From an optimization exercise on the open Yosys and OpenROAD flow, aimed at small area; shortcuts taken in it are not production practice. The RTL was checked by simulation tests, not by an equivalence proof against the original design. No activity file was given, so power comes from the tool's default toggle rates.

==> flow/design.v <==
module events_to_apb (
  input   logic         clk,
  input   logic         reset,
  input   logic         event_a_i,
  input   logic         event_b_i,
  input   logic         event_c_i,
  output  logic         apb_psel_o,
  output  logic         apb_penable_o,
  output  logic [31:0]  apb_paddr_o,
  output  logic         apb_pwrite_o,
  output  logic [31:0]  apb_pwdata_o,
  input   logic         apb_pready_i
);
  localparam CNT_W = 16;
  logic [1:0] src_q;
  logic acc_q;
  logic a_pending, b_pending, c_pending;
  logic [CNT_W-1:0] a_events, b_events, c_events;
  logic [CNT_W-1:0] wdata;
  wire busy  = src_q[1] | src_q[0];
  wire sa = src_q[1] & src_q[0];
  wire sb = ~src_q[1] & src_q[0];
  wire sc = src_q[1] & ~src_q[0];
  wire idle  = ~busy;
  wire take_a = event_a_i;
  wire take_b = ~event_a_i & event_b_i;
  wire take_c = ~event_a_i & ~event_b_i & event_c_i;
  wire any_ev = event_a_i | event_b_i | event_c_i;
  wire tr_a = take_a | (~any_ev & a_pending);
  wire tr_b = take_b | (~any_ev & ~a_pending & b_pending);
  wire tr_c = take_c | (~any_ev & ~a_pending & ~b_pending & c_pending);
  wire set_a = sa & ~acc_q;
  wire set_b = sb & ~acc_q;
  wire set_c = sc & ~acc_q;
  wire za = reset | set_a;
  wire zb = reset | set_b;
  wire zc = reset | set_c;
  wire ia = ~reset & take_a;
  wire ib = ~reset & take_b;
  wire ic = ~reset & take_c;
  logic [CNT_W-1:0] ta, tb, tc;
  logic [CNT_W-1:0] na, nb, nc;
  always_comb begin
    ta[0] = ia;
    tb[0] = ib;
    tc[0] = ic;
    for (int k = 1; k < CNT_W; k++) begin
      ta[k] = ta[k-1] & a_events[k-1];
      tb[k] = tb[k-1] & b_events[k-1];
      tc[k] = tc[k-1] & c_events[k-1];
    end
    na[0] = za ? ia : (a_events[0] ^ ia);
    nb[0] = zb ? ib : (b_events[0] ^ ib);
    nc[0] = zc ? ic : (c_events[0] ^ ic);
    for (int k = 1; k < CNT_W; k++) begin
      na[k] = ~za & (a_events[k] ^ ta[k]);
      nb[k] = ~zb & (b_events[k] ^ tb[k]);
      nc[k] = ~zc & (c_events[k] ^ tc[k]);
    end
  end
  wire la    = ~reset & set_a;
  wire lb    = ~reset & set_b;
  wire lc    = ~reset & set_c;
  wire hold  = ~reset & ~(set_a | set_b | set_c);
  wire [CNT_W-1:0] nw = ({CNT_W{la}} & a_events) | ({CNT_W{lb}} & b_events) |
                        ({CNT_W{lc}} & c_events) | ({CNT_W{hold}} & wdata);
  always_ff @(posedge clk) begin
    a_events <= na;
    b_events <= nb;
    c_events <= nc;
    wdata    <= nw;
  end
  wire done = acc_q & apb_pready_i;
  always_ff @(posedge clk) begin
    if (reset) begin
      src_q <= 2'b00;
      acc_q <= 1'b0;
    end else if (idle) begin
      src_q <= tr_a ? 2'b11 : tr_b ? 2'b01 : tr_c ? 2'b10 : 2'b00;
    end else if (done) begin
      src_q <= 2'b00;
      acc_q <= 1'b0;
    end else begin
      acc_q <= 1'b1;
    end
  end
  always_ff @(posedge clk) begin
    if (reset) begin
      a_pending <= 1'b0;
      b_pending <= 1'b0;
      c_pending <= 1'b0;
    end else begin
      a_pending <= (a_pending & ~set_a) | (busy & take_a);
      b_pending <= (b_pending & ~set_b) | (busy & take_b);
      c_pending <= (c_pending & ~set_c) | (busy & take_c);
    end
  end
  assign apb_psel_o    = busy;
  assign apb_penable_o = acc_q;
  assign apb_pwrite_o  = acc_q;
  assign apb_pwdata_o  = {{(32-CNT_W){1'b0}}, wdata};
  always_comb begin
    if (!acc_q)
      apb_paddr_o = 32'h0;
    else if (sa)
      apb_paddr_o = 32'habba0000;
    else if (sb)
      apb_paddr_o = 32'hbaff0000;
    else
      apb_paddr_o = 32'hcafe0000;
  end
endmodule
==> flow/flow/run.sh <==
#!/bin/bash
# Layout flow: the standard ORFS flow with
#  - synthesis through synth_recipe.tcl with an area-oriented ABC script,
#  - sky130_fd_sc_hd__buf_1 as the port buffer cell,
#  - a clock tree built from clkbuf_4 cells, without dummy load cells.
# Each tool's log stays in orfs/logs/; make's own output goes to flow_make.log.
set -euo pipefail
W=$(pwd)
export OWN_WORK="$W"
export OWN_ABC_SCRIPT="$W/flow/abc_area.script"
export BUFFER_PORTS_ARGS="-buffer_cell sky130_fd_sc_hd__buf_1"
export CTS_ARGS="-sink_clustering_enable -repair_clock_nets -dont_use_dummy_load -buf_list {sky130_fd_sc_hd__clkbuf_4} -root_buf sky130_fd_sc_hd__clkbuf_4 -sink_clustering_size 30 -sink_clustering_max_diameter 100"
export SKIP_REPAIR_TIE_FANOUT=1
bash standard.sh SYNTH_SCRIPT="$W/flow/own_synth.tcl" ADDER_MAP_FILE= finish > "$W/flow_make.log" 2>&1
==> flow/flow/abc_area.script <==
&get -n
&st
&dch -f
&nf -R 1000 -p
&put
topo
==> flow/flow/own_synth.tcl <==
# The standard synthesis (synth_recipe.tcl, unchanged), except that the
# ABC mapping step reads an area-oriented ABC script. Flip-flops are mapped
# before ABC runs, so the registers are the standard synthesis's.
proc abc {args} {
  set i [lsearch -exact $args -script]
  if {$i >= 0} {
    set args [lreplace $args [expr {$i + 1}] [expr {$i + 1}] $::env(OWN_ABC_SCRIPT)]
  }
  yosys abc {*}$args
}
source $::env(OWN_WORK)/synth_recipe.tcl
==> flow/standard.sh <==
#!/bin/bash
# synth_recipe.tcl (not shown) runs the flow's synth.tcl, then flattens the netlist and writes it again
# the make line also repeats each setting of config.mk as NAME=value (left out here)
make -C /OpenROAD-flow-scripts/flow DESIGN_CONFIG=/design/flow/config.mk WORK_HOME=/design/flow/orfs CLKGATE_MAP_FILE= SYNTH_SCRIPT=/design/flow/synth_recipe.tcl "${@:-finish}"
==> flow/config.mk <==
export PLATFORM = sky130hd
export DESIGN_NAME = events_to_apb
export DESIGN_NICKNAME = events_to_apb
export VERILOG_FILES = /design/flow/design.v
export SDC_FILE = /design/flow/constraint.sdc
export NUM_CORES = 4
export LEC_CHECK = 0
export CAP_MARGIN = 20
export CORE_MARGIN = 2
export CORE_UTILIZATION = 80
export GPL_TIMING_DRIVEN = 0
export SLEW_MARGIN = 20
==> flow/constraint.sdc <==
create_clock -name core_clock -period 5.0 [get_ports {clk}]
set_input_delay 1.0000 -clock core_clock [delete_from_list [all_inputs] [get_ports {clk}]]
set_output_delay 1.0000 -clock core_clock [all_outputs]
set_load 0.01 [all_outputs]
==> impl_metrics.yaml, run 1 <==
detailed_routing:
  wl_per_cell_um: 15.3
  drc: 0
  num_vias: 2659
  drtIter0Drc: 232
  routed_wl_mm: 6.63
  first_pass_iters: 7
  drtAntennaViolNets: 0
  viasPerCell: 6.14
synth:
  seq_area_frac_synth_pct: 47.6
  synth_area_per_cell_um2: 8.76
  synth_compound_gate_area_share_pct: 15.9
  yosysWarningCount: 1
  synth_fp_nets: 342
  syn_inst: 336
  ys_types: 27
  synth-simple-area-share_pct: 22.5
  syn-cell-area_mm2: 0.00294
  muxShareOfSynthArea_pct: 0
  synthAdderAreaFrac_pct: 0
  synth_xor_area_share_pct: 2.38
  synth_top_family_by_area: "simple AND/OR/NAND/NOR gates"
  ys_ff_latch: 70
layout:
  n_fill_cell: 182
  layout_commonest_cell: "dfxtp_1"
  syn2layout_area_growth_pct: 9.99
  layout-drive-gt1-share_pct: 15.1
  multiInputGateArea_mm2: 0.00122
  layout_common_cells: "dfxtp_1, buf_4, nand2_1, buf_1, a21oi_1"
  register_area_mm2: 0.00140
  diodes: 0
  final_nets: 393
global_route:
  grtUsageTotal_pct: 32.4
  antenna_found_initial: 0
  grt_start_max_net_pins: 34
  grt_pass1_wl_mm: 10.4
  overflow: 0
  grt_pass1_vias: 2370
placement:
  dp_hpwl_mm: 4.54
  numPortBuffers: 39
  gp_congestion: 0.858
worst_setup_path:
  crit_path_frequent_cell: "and3_1"
  startpoint_type: "input pin"
  worst-path-buf-inv: 1
  cpPeakStageDelay_ns: 0.52
  critPathCaptureType: "flop"
  cp_max_fo: 16
  path_delay_family: "simple AND/OR/NAND/NOR gates"
  cp.required_ns: 5.32
  cp_cell_sequence: "buf_1, nor2_1, and3_1, and3_1, and2_0, and3_1, and2_0, and3_1, and2_0, and3_1, and2_0, and3_1, nor3_1"
  critical_path.slowest_cell: "buf_1"
  critPathKind: "input pin to flop"
  cp_data_arrival_time_ns: 4.30
power_and_ir_drop:
  seqPwrFrac_pct: 59.2
  irDropWorstVdd_v: 0.000219
  comb_power_share_pct: 15.1
  clkPwrFrac_pct: 25.6
  p_int_uw: 709
  p_sw_uw: 272
  switching_share_pct: 27.7
  leakagePower_nw: 1.38
  p_per_area_mw_per_mm2: 303
timing:
  setup-tns-final_ns: 0
  hold_violations: 0
  setup_viol: 0
  slew_headroom_pct: 48.1
  holdWs_ns: 0.440
  finClkSkew_ns: 0.0250
  post-route-min-period_ns: 3.97
  slew_violations: 0
  worstMarginPinSlew_ns: 0.777
  grt_setup_unrepaired: "false"
  post-route-period-util_pct: 79.5
  fmax_mhz: 252
clock_tree:
  cts_hold_buf: 0
  cts_buffers: 9
  clockBufferDepth: 2
  cts_max_level: 3
  cts_tree: "done"
  clock-root-buffer: "clkbuf_4"
  clk_latency_ns: 0.41
  numClockSinks: 70
  post_cts_buffers: 0
  path_clk_slew_ns: 0.11
  cts.repair.resized: 0
outcome:
  outcome: "finished clean"
floorplanning:
  initial_utilization_pct: 81.6
  die_h_um: 64.7
  die_area_mm2: 0.00418
  die_w_um: 64.7
  ios: 73
  core-area_mm2: 0.00361
  rows: 22
job:
  drv_cap: 0
min_path:
  hold_class: "flop to flop"
kinds of logic (layout without fill, tap and decap cells):
family          Yosys count  count (layout)
compound gates           74              74
xor+xnor                  8               8
buf+inv                  46              95
flops                    70              70
other cells               1               1
simple gates            137             137
state kept, by name, indices dropped and copies added (netlist names):
| signal | flops |
|---|---|
| b_events | 16 |
| c_pending | 1 |
| wdata | 16 |
| a_pending | 1 |
| b_pending | 1 |
| c_events | 16 |
| a_events | 16 |
| src_q | 2 |
| acc_q | 1 |
cell type report:
type	count	area share, %
sequential	70	43.3
multi-input combinational	220	37.6
buffer	44	10.2
timing repair buffer	40	4.75
clock buffer	9	2.09
tap	48	1.86
inverter	2	0.232
stage by stage:
stage	power, mW	worst slack, ns	utilization, %	area [um^2]	cells
finish	0.982	1.03	89.8	3240	433
global route	1.01	0.830	89.8	3240	433
CTS	0.973	1.16	89.6	3230	433
detailed placement	0.739	0.729	87.8	3160	424
global placement	0.731	1.03	87.3	3150	423
floorplan	0.696	1.46	-	2940	336
power by group through the flow:
stage,logic (mW),clock network (mW),registers [mW]
2_1_floorplan,0.105,0,0.591
3_3_place_gp,0.138,0,0.593
3_5_place_dp,0.145,0,0.594
4_1_cts,0.145,0.247,0.581
5_1_grt,0.159,0.270,0.584
6_report,0.148,0.252,0.582
final timing paths:
check / startpoint / end / slack, ns / cells past startpoint
setup / recovery: reset / c_events[15] / 1.03 / 13
hold / removal: wdata[3] / wdata[3] / 0.44 / 2
setup reg to reg: a_events[0] / a_events[15] / 2.00 / 11
hold reg to reg: wdata[3] / wdata[3] / 0.44 / 2
metal layers:
metal  GRT usage, %  routed length [um]  vias to the layer above
li1               -                   -                     1249
met1           36.4                2590                     1227
met2           57.3                3310                      164
met3           6.94                 575                       19
met4           17.3                 149                        0
met5              0                   0                        -
worst reg2reg max path: cells and delay by family, from the launching register on:
kind / cells / cell delay [ns]
and+or+nand+nor: 10 / 2.28
DFF: 1 / 0.43
xor gates and xnor gates: 1 / 0.16
synthesized netlist by cell type (all sizes together):
cell type / n / area share [%]
a21boi: 1 / 0.26
a21oi: 32 / 5.4
a222oi: 16 / 5.4
a22o: 2 / 0.60
a22oi: 1 / 0.26
a31oi: 2 / 0.43
and2: 13 / 2.8
and3: 16 / 3.4
and4: 1 / 0.30
buf: 44 / 11
clkinv: 2 / 0.26
conb: 1 / 0.13
dfxtp: 70 / 48
nand2: 39 / 5.0
nand2b: 3 / 0.64
nand3: 1 / 0.17
nand3b: 1 / 0.26
nor2: 30 / 3.8
nor2b: 6 / 1.3
nor3: 22 / 3.7
nor3b: 2 / 0.51
nor4: 1 / 0.21
o21ai: 19 / 3.2
o31ai: 1 / 0.26
or2: 2 / 0.43
xnor2: 6 / 1.8
xor2: 2 / 0.60
==> run 2, diff against run 1 <==
--- a/flow/config.mk
+++ b/flow/config.mk
@@ -8,5 +8,4 @@
 export CAP_MARGIN = 20
 export CORE_MARGIN = 2
 export CORE_UTILIZATION = 80
-export GPL_TIMING_DRIVEN = 0
 export SLEW_MARGIN = 20
==> run 2 against run 1 <==
  * Still clean on timing, DRC and antenna
  * Via count down 13%
  * Register-to-register slack better by 0.14 ns
  * Combinational power down 29%
  * Largest power group unchanged
==> impl_metrics.yaml, run 2 <==
timing:
  hold_violations: 0
  finClkSkew_ns: 0.0391
  grt_setup_unrepaired: "false"
  holdWs_ns: 0.436
  worstMarginPinSlew_ns: 0.739
  post-route-min-period_ns: 3.79
  post-route-period-util_pct: 75.9
  slew_headroom_pct: 50.7
  fmax_mhz: 264
  worst_slack_ns: 1.21
  slew_violations: 0
  setup-tns-final_ns: 0
  setup_viol: 0
job:
  drv_cap: 0
synth:
  ys_types: 27
  yosysWarningCount: 1
  ys_ff_latch: 70
  seq_area_frac_synth_pct: 47.6
  syn_inst: 336
  yosys.area.top_type: "dfxtp_1"
  synthTopCellsByArea: "dfxtp_1, buf_4, a21oi_1"
  synth_edf_count: 0
  synth_top_area_share_pct: 47.6
  async_flop_share_pct: 0
  syn-cell-area_mm2: 0.00294
  synth_fp_nets: 342
  ys.flop_type: "dfxtp_1"
  yosys-top-cells-count: "dfxtp_1, buf_4, nand2_1"
  synth_area_per_cell_um2: 8.76
  synth_most_common_cell: "dfxtp_1"
worst_setup_path:
  cp_max_fo: 5
  startpoint_type: "input pin"
  critPathKind: "input pin to flop"
  cp.required_ns: 5.29
  rrSetupSlack_ns: 2.14
  critPathCaptureType: "flop"
  cp_data_arrival_time_ns: 4.08
detailed_routing:
  routed_wl_mm: 5.71
  first_pass_iters: 5
  num_vias: 2321
  wl_per_cell_um: 14.6
  drc: 0
  viasPerCell: 5.95
  drtIter0Drc: 230
  drtAntennaViolNets: 0
global_route:
  grt_pass1_vias: 2059
  overflow: 0
  grt-busiest-layer: "met2"
  grt_pass1_wl_mm: 9.61
  met3_usage_pct: 7.47
  grt_start_max_net_pins: 34
  grt_use_met2_pct: 48.8
  use_met1_pct: 39.2
  grtUsageTotal_pct: 30.6
  antenna_found_initial: 0
clock_tree:
  cts_buffers: 9
  cts_tree: "done"
  clock-root-buffer: "clkbuf_4"
  numClockSinks: 70
  cts_max_level: 3
  cts_hold_buf: 0
  cts.repair.resized: 0
  clk_latency_ns: 0.43
  clockBufferDepth: 2
  post_cts_buffers: 0
  path_clk_slew_ns: 0.10
layout:
  layout_common_cells: "dfxtp_1, nand2_1, buf_1, a21oi_1, nor2_1"
  layout_commonest_cell: "dfxtp_1"
  n_fill_cell: 280
  syn2layout_area_growth_pct: -1.23
  final_nets: 350
  diodes: 0
  layout-drive-gt1-share_pct: 3.80
outcome:
  outcome: "finished clean"
placement:
  dp_hpwl_mm: 3.94
  gp_congestion: 0.846
  numPortBuffers: 39
  dp_slack_ns: 0.919
floorplanning:
  rows: 22
  die_h_um: 64.7
  initial_utilization_pct: 81.6
  ios: 73
  die_w_um: 64.7
  die_area_mm2: 0.00418
  core-area_mm2: 0.00361
min_path:
  hold_class: "flop to flop"
power_and_ir_drop:
  irDropWorstVdd_v: 0.000210
  leakagePower_nw: 1.14
  p_per_area_mw_per_mm2: 321
## run 2: cell counts after synthesis
Identical to the previous run, type by type.
## run 2: cell type report
cell class                 instances  area, um^2  share of cell area, %
sequential                        70        1400                   48.2
multi-input combinational        220        1210                   41.6
timing repair buffer              41         161                   5.55
clock buffer                       9        67.6                   2.32
tap                               48        60.1                   2.07
inverter                           2        7.51                  0.258
## run 2: cells by family (layout without fill, tap and decap cells)
logic type	count (synthesis)	count (layout)	synth area share, %
flops	70	70	47.6
compound gates	74	74	15.9
buf+inv	46	52	11.5
other cells	1	1	0.127
simple gates	137	137	22.5
xor+xnor	8	8	2.38
## run 2: metrics by stage
step                cells  cell area (um^2)  utilization (%)  total power, mW
floorplan             336              2940                -            0.696
global placement      381              2830             78.6            0.696
detailed placement    381              2830             78.6            0.698
CTS                   390              2900             80.5            0.934
global route          390              2910             80.6            0.978
finish                390              2910             80.6            0.934
## run 2: path summary, 6_finish.rpt
kind | startpoint | to | cells after the start
worst max-delay path | event_b_i | b_events[15] | 14
worst min-delay path | wdata[2] | wdata[2] | 2
worst max register to register | b_events[0] | b_events[15] | 11
worst min register to register | wdata[2] | wdata[2] | 2
## run 2: metal layers
layer  share of wire (%)  vias up  wire, um
met5                   0        -         0
met2                  46       95      2640
li1                    -     1167         -
met1                  46     1049      2640
met3                 5.3       10       304
met4                 2.0        0       114
## run 2: where the power goes
group	switching, mW	internal [mW]	total (mW)
sequential	0.0142	0.566	0.581
clock	0.164	0.0835	0.248
combinational	0.0772	0.0283	0.105
total	0.256	0.678	0.934
## run 2: worst max-delay path: stages
cell and delay, ns:
buf_1 0.15, nor2b_1 0.21, nor2b_1 0.32, and3_1 0.25
and2_0 0.25, and3_1 0.22, and2_0 0.23, and3_1 0.22
and2_0 0.26, and3_1 0.24, and2_0 0.26, and3_1 0.26
and3_1 0.17, nor3_1 0.04
==> run 3, diff against run 2 <==
==> flow/flow/run.sh (replaced) <==
#!/bin/bash
# Layout flow: the standard ORFS flow (standard.sh) with
#  - synthesis through synth_recipe.tcl, but with an area-oriented ABC script,
#    no xor2/xnor2 cells in ABC's mapping, and no yosys full/half-adder
#    extraction (ADDER_MAP_FILE empty), so ABC maps the counters;
#  - sky130_fd_sc_hd__buf_1 as the port buffer cell;
#  - a clock tree of clkbuf_4 cells, without dummy load cells;
#  - one tie cell for the constant outputs (no tie fanout repair).
# Each tool's log stays in orfs/logs/; make's own output goes to flow_make.log.
set -euo pipefail
W=$(pwd)
export OWN_WORK="$W"
export OWN_ABC_SCRIPT="$W/flow/abc_area.script"
export OWN_ABC_DONTUSE="sky130_fd_sc_hd__xor2_1 sky130_fd_sc_hd__xnor2_1"
export BUFFER_PORTS_ARGS="-buffer_cell sky130_fd_sc_hd__buf_1"
export CTS_ARGS="-sink_clustering_enable -repair_clock_nets -dont_use_dummy_load -buf_list {sky130_fd_sc_hd__clkbuf_4} -root_buf sky130_fd_sc_hd__clkbuf_4 -sink_clustering_size 30 -sink_clustering_max_diameter 100"
export SKIP_REPAIR_TIE_FANOUT=1
bash standard.sh SYNTH_SCRIPT="$W/flow/own_synth.tcl" ADDER_MAP_FILE= finish > "$W/flow_make.log" 2>&1
==> flow/flow/own_synth.tcl (replaced) <==
# The standard synthesis (synth_recipe.tcl, unchanged), except for the
# ABC mapping step: it reads an area-oriented ABC script and may leave out
# some more cells (OWN_ABC_DONTUSE). Flip-flops are mapped before ABC runs,
# so the registers are the standard synthesis's.
proc abc {args} {
  set i [lsearch -exact $args -script]
  if {$i >= 0} {
    set args [lreplace $args [expr {$i + 1}] [expr {$i + 1}] $::env(OWN_ABC_SCRIPT)]
  }
  if {[info exists ::env(OWN_ABC_DONTUSE)]} {
    foreach c $::env(OWN_ABC_DONTUSE) { lappend args -dont_use $c }
  }
  yosys abc {*}$args
}
source $::env(OWN_WORK)/synth_recipe.tcl
--- a/flow/config.mk
+++ b/flow/config.mk
@@ -7,5 +7,5 @@
 export LEC_CHECK = 0
 export CAP_MARGIN = 20
 export CORE_MARGIN = 2
-export CORE_UTILIZATION = 80
+export CORE_UTILIZATION = 70
 export SLEW_MARGIN = 20
==> run 3 against run 2 <==
  * Design area decreased by 0.22%
  * First-iteration DRC count decreased by 20%
  * Setup slack better by 0.047 ns
  * Critical path depth is the same
  * Hold slack improved by 0.0012 ns
==> impl_metrics.yaml, run 3 <==
worst_setup_path:
  rrSetupSlack_ns: 2.12
  cpPeakStageDelay_ns: 0.35
  cp_data_arrival_time_ns: 4.06
  crit_path_frequent_cell: "and3_1"
  startpoint_type: "input pin"
  r2r_start: "c_events[0]"
  worstRegToRegCells: 11
  cp.required_ns: 5.32
  r2r_end: "c_events[15]"
  critical_path.slowest_cell: "nor2b_1"
  worst-path-buf-inv: 1
  cp_max_fo: 5
  path_delay_family: "simple AND/OR/NAND/NOR gates"
  cp_cell_sequence: "buf_1, nor2b_1, nor2b_1, and3_1, and2_0, and3_1, and2_0, and3_1, and2_0, and3_1, and2_0, and3_1, o21ai_0, a21oi_1"
  critPathCaptureType: "flop"
  critPathKind: "input pin to flop"
layout:
  layout_common_cells: "dfxtp_1, a21oi_1, buf_1, nand2_1, o21ai_0"
  syn2layout_area_growth_pct: -1.15
  n_fill_cell: 349
  layout_commonest_cell: "dfxtp_1"
  diodes: 0
  layout-drive-gt1-share_pct: 3.78
  final_nets: 352
synth:
  yosysWarningCount: 1
  ys.flop_type: "dfxtp_1"
  seq_area_frac_synth_pct: 47.8
  synthTopCellsByArea: "dfxtp_1, buf_4, a21oi_1"
  ys_types: 23
  synth_edf_count: 0
  synth_most_common_cell: "dfxtp_1"
  yosys-top-cells-count: "dfxtp_1, buf_4, a21oi_1"
  synth_fp_nets: 344
  yosys.area.top_type: "dfxtp_1"
  async_flop_share_pct: 0
  synth_top_area_share_pct: 47.8
  syn_inst: 338
  ys_ff_latch: 70
  synth_area_per_cell_um2: 8.68
  syn-cell-area_mm2: 0.00293
timing:
  post-route-period-util_pct: 74.9
  worstMarginPinSlew_ns: 0.923
  setup_viol: 0
  finClkSkew_ns: 0.0250
  slew_violations: 0
  post-route-min-period_ns: 3.75
  fmax_mhz: 267
  holdWs_ns: 0.437
  setup-tns-final_ns: 0
  slew_headroom_pct: 38.0
  grt_setup_unrepaired: "false"
  hold_violations: 0
min_path:
  hold_class: "flop to flop"
  hold_path_end: "wdata[15]"
  whs_path_depth: 2
  min_from: "wdata[15]"
global_route:
  grtUsageTotal_pct: 26.4
  antenna_found_initial: 0
  grt_start_max_net_pins: 34
  grt_pass1_wl_mm: 8.99
  overflow: 0
  grt_pass1_vias: 2003
clock_tree:
  clk_latency_ns: 0.41
  clock-root-buffer: "clkbuf_4"
  path_clk_slew_ns: 0.08
  cts_buffers: 9
  cts_max_level: 3
  cts.repair.resized: 0
  post_cts_buffers: 0
  cts_tree: "done"
  cts_hold_buf: 0
  clockBufferDepth: 2
  numClockSinks: 70
power_and_ir_drop:
  leakagePower_nw: 1.18
  p_per_area_mw_per_mm2: 323
  p_total_uw: 937
  irDropWorstVdd_v: 0.000211
placement:
  gp_congestion: 0.776
  numPortBuffers: 39
  dp_hpwl_mm: 3.92
detailed_routing:
  first_pass_iters: 8
  viasPerCell: 5.92
  wl_per_cell_um: 14.5
  drtIter0Drc: 185
  routed_wl_mm: 5.73
  drtAntennaViolNets: 0
  num_vias: 2333
  drc: 0
floorplanning:
  ios: 73
  die_area_mm2: 0.00473
  die_w_um: 68.7
  core-area_mm2: 0.00403
  die_h_um: 68.7
  initial_utilization_pct: 72.8
  rows: 23
outcome:
  outcome: "finished clean"
job:
  drv_cap: 0
==> run 3: cell count changes in the layout (fill, tap and decap cells not counted), moves of 2 or more <==
| cell | delta |
|---|---|
| a21oi_1 | +9 |
| nor2_1 | -5 |
| nor3_1 | -2 |
| xnor2_1 | -6 |
| and3_1 | +5 |
| xor2_1 | -2 |
| o21a_1 | +2 |
| o21ai_0 | +7 |
==> run 3: kinds of logic after synthesis <==
kind of cell	after synthesis	synth area share [%]
buf+inv	46	11.5
compound gates	89	18.5
simple gates	131	21.8
flops	70	47.8
mux	1	0.341
other cells	1	0.128
==> run 3: worst max-delay path by stage <==
stage,cells after the start,slack [ns],start,to
final,14,1.25,event_b_i,b_events[14]
after global routing,15,0.89,event_a_i,c_events[15]
after CTS,14,1.30,event_b_i,b_events[14]
after detailed placement,14,0.91,event_b_i,b_events[15]
after global placement,14,0.99,event_b_i,b_events[15]
after floorplan,13,1.47,event_b_i,b_events[15]
==> run 3: cell type report <==
type                       count  area (um^2)  share of cell area, %
sequential                    70         1400                   48.3
multi-input combinational    222         1200                   41.4
timing repair buffer          41          161                   5.57
clock buffer                   9         67.6                   2.33
tap                           50         62.6                   2.16
inverter                       2         7.51                  0.259
==> run 3: worst reg2reg max path: cells and delay by family, from the launching register on <==
| kind | cells | cell delay (ns) |
|---|---|---|
| AND/OR/NAND/NOR | 9 | 2.15 |
| AO/OA/AOI/OAI | 2 | 0.21 |
| flip-flops | 1 | 0.41 |
==> run 3: per-stage QoR <==
stage,utilization (%),instance area [um^2],setup slack [ns],cells
3_3_place_gp,70.2,2830,0.993,385
4_1_cts,71.9,2900,1.30,394
2_1_floorplan,-,2930,1.47,338
5_1_grt,72.0,2900,0.891,394
6_report,72.0,2900,1.25,394
3_5_place_dp,70.2,2830,0.907,385
==> run 3: layer usage <==
| metal | up-vias | wire, um | GRT usage, % |
|---|---|---|---|
| met5 | - | 0 | 0 |
| met3 | 14 | 440 | 5.68 |
| met1 | 1056 | 2610 | 32.3 |
| met2 | 76 | 2540 | 43.3 |
| li1 | 1187 | - | - |
| met4 | 0 | 142 | 14.2 |
==> run 3: report_power, final <==
part	internal, mW	switching [mW]	leakage [nW]
logic	0.0284	0.0795	0.578
registers	0.566	0.0140	0.566
clock network	0.0836	0.165	0.0414
total	0.678	0.258	1.18
==> run 4, diff against run 3 <==
--- a/flow/config.mk
+++ b/flow/config.mk
@@ -7,5 +7,5 @@
 export LEC_CHECK = 0
 export CAP_MARGIN = 20
 export CORE_MARGIN = 2
-export CORE_UTILIZATION = 70
+export CORE_UTILIZATION = 75
 export SLEW_MARGIN = 20
==> run 4 against run 3 <==
  * Clock skew shrank 0.0018 ns
  * Fmax shrank 1.6%
  * Synthesized area is the same
  * Register-to-register slack lost 0.05 ns
  * Sequential power is essentially flat
  * Critical path depth shrank 1
  * Cell count shrank 0.51%
  * Critical path type unchanged
  * Largest power group unchanged
  * Highest routed layer unchanged
==> impl_metrics.yaml, run 4 <==
floorplanning:
  initial_utilization_pct: 79.0
  die_w_um: 66.5
  rows: 22
  die_area_mm2: 0.00443
  core-area_mm2: 0.00372
  die_h_um: 66.5
  ios: 73
clock_tree:
  post_cts_buffers: 0
  cts_max_level: 3
  clock-root-buffer: "clkbuf_4"
  numClockSinks: 70
  cts_buffers: 9
  cts.repair.resized: 0
  clk_latency_ns: 0.40
  cts_hold_buf: 0
  path_clk_slew_ns: 0.09
  clockBufferDepth: 2
  cts_tree: "done"
synth:
  ys_types: 23
  synth_edf_count: 0
  async_flop_share_pct: 0
  yosys-top-cells-count: "dfxtp_1, buf_4, a21oi_1"
  ys.flop_type: "dfxtp_1"
  syn_inst: 338
  yosysWarningCount: 1
  synth_top_area_share_pct: 47.8
  syn-cell-area_mm2: 0.00293
  synth_area_per_cell_um2: 8.68
  seq_area_frac_synth_pct: 47.8
  synth_most_common_cell: "dfxtp_1"
  synthTopCellsByArea: "dfxtp_1, buf_4, a21oi_1"
  yosys.area.top_type: "dfxtp_1"
  ys_ff_latch: 70
  synth_fp_nets: 344
worst_setup_path:
  cp_max_fo: 16
  cp.required_ns: 5.32
  r2r_start: "b_events[0]"
  cpPeakStageDelay_ns: 0.49
  worstRegToRegCells: 11
  crit_path_frequent_cell: "and3_1"
  r2r_end: "b_events[15]"
  critPathCaptureType: "flop"
  rrSetupSlack_ns: 2.07
  critical_path.slowest_cell: "buf_1"
  startpoint_type: "input pin"
  cp_data_arrival_time_ns: 4.12
  critPathKind: "input pin to flop"
  cp_cell_sequence: "buf_1, nor2b_1, and3_1, and2_0, and3_1, and2_0, and3_1, and2_0, and3_1, and2_0, and3_1, and3_1, nor3_1"
detailed_routing:
  num_vias: 2335
  drc: 0
  drtAntennaViolNets: 0
  drtIter0Drc: 207
  routed_wl_mm: 5.75
  viasPerCell: 5.96
  wl_per_cell_um: 14.7
  first_pass_iters: 7
layout:
  final_nets: 352
  finalNonFillerCells: 392
  diodes: 0
  syn2layout_area_growth_pct: -1.24
  layout-drive-gt1-share_pct: 3.78
  layout_common_cells: "dfxtp_1, a21oi_1, buf_1, nand2_1, o21ai_0"
  layout_commonest_cell: "dfxtp_1"
global_route:
  grtUsageTotal_pct: 28.4
  grt_pass1_vias: 2048
  overflow: 0
  grt_pass1_wl_mm: 9.23
  grt_start_max_net_pins: 34
  antenna_found_initial: 0
timing:
  slew_headroom_pct: 42.8
  grt_setup_unrepaired: "false"
  finClkSkew_ns: 0.0232
  fmax_mhz: 263
  worstMarginPinSlew_ns: 0.856
  setup_viol: 0
  slew_violations: 0
  post-route-min-period_ns: 3.81
  post-route-period-util_pct: 76.1
  setup-tns-final_ns: 0
  hold_violations: 0
job:
  drv_cap: 0
placement:
  gp_congestion: 0.803
  numPortBuffers: 39
  place_inst: 383
  dp_hpwl_mm: 3.90
min_path:
  min_from: "wdata[10]"
  hold_class: "flop to flop"
  whs_path_depth: 2
  hold_path_end: "wdata[10]"
outcome:
  outcome: "finished clean"
power_and_ir_drop:
  leakagePower_nw: 1.18
  irDropWorstVdd_v: 0.000178
  p_per_area_mw_per_mm2: 323
-- run 4: cell counts after synthesis --
Identical to the previous run, type by type.
-- run 4: area by class of cell --
class	count	area [um^2]
fillers	288	818
inverters	2	7.51
multi-input cells	222	1200
clock buffers	9	67.6
flip-flops and latches	70	1400
well taps	48	60.1
repair buffers	41	161
-- run 4: critical path, delay by kind of cell --
family                 cells  cell delay (ns)
buffers and inverters      1             0.49
and+or+nand+nor           12             2.63
-- run 4: how the worst max path moves through the flow --
stage          slack (ns)      start           end  cells past startpoint
6_report             1.19      reset  b_events[15]                     13
5_1_grt              0.85  event_b_i  b_events[15]                     14
4_1_cts              1.26  event_b_i  b_events[15]                     14
3_5_place_dp         0.88  event_b_i  b_events[15]                     14
3_3_place_gp         0.99  event_b_i  b_events[15]                     14
2_1_floorplan        1.47  event_b_i  b_events[15]                     13
-- run 4: routing by layer --
layer | global-route usage (%) | wire, um | vias up
met5 | 0 | 0 | -
met4 | 12.0 | 131 | 0
met3 | 9.29 | 400 | 14
met2 | 47.1 | 2630 | 82
met1 | 33.7 | 2590 | 1060
li1 | - | - | 1179
-- run 4: kinds of logic (layout without fill, tap and decap cells) --
logic type | count (synthesis) | in the layout | share of synthesized area, %
AO/OA/AOI/OAI | 89 | 89 | 18.5
AND/OR/NAND/NOR | 131 | 131 | 21.8
flip-flops | 70 | 70 | 47.8
buffers and inverters | 46 | 52 | 11.5
other | 1 | 1 | 0.128
multiplexers | 1 | 1 | 0.341
-- run 4: where the power goes --
part / internal (mW) / total [mW] / switching, mW
sequential: 0.566 / 0.581 / 0.0144
clock: 0.0836 / 0.248 / 0.164
combinational: 0.0284 / 0.108 / 0.0791
-- run 4: stage by stage --
stage                     utilization (%)  power, mW  setup WS [ns]  hold slack, ns  cell area, um^2
after floorplan                         -      0.696           1.47           0.443             2930
after detailed placement             76.0      0.700          0.876           0.428             2830
after CTS                            77.8      0.941           1.26           0.440             2890
final                                78.0      0.936           1.19           0.439             2900
after global routing                 78.0      0.980          0.854           0.453             2900
after global placement               76.0      0.698          0.994           0.422             2830

-- re-timing with driven ports --
Ports are ideal in the flow. The routed layouts listed here were re-timed in OpenROAD.
Step 1 (the two cells are an assumption about what drives the block):
set clk [get_ports {clk}]
set_driving_cell -lib_cell sky130_fd_sc_hd__clkbuf_16 $clk
set_driving_cell -lib_cell sky130_fd_sc_hd__buf_2 [delete_from_list [all_inputs] $clk]
Step 2, shift: input delay + t, output delay - t, t = (earliest + latest rising clock arrival at the registers) / 2. This alone moves slack from input paths to output paths.
a / b / c = ideal / step 1 / step 2; a / b = the first two.
| run | shift t [ns] | setup WS [ns] | cell pins on the clock port's net |
|---|---|---|---|
| run 1 | 0.418 | 1.025 / 1.027 / 0.608 | 1 |
| run 2 | 0.434 | 1.207 / 1.212 / 0.778 | 1 |
| run 3 | 0.422 | 1.254 / 1.258 / 0.836 | 1 |
| run 4 | 0.417 | 1.194 / 1.194 / 0.777 | 1 |
After both steps setup and hold are still met in every run listed. For run 2, which loses most, drivers alone change the setup slack by +0.005 ns; drivers and shift together by -0.429 ns.
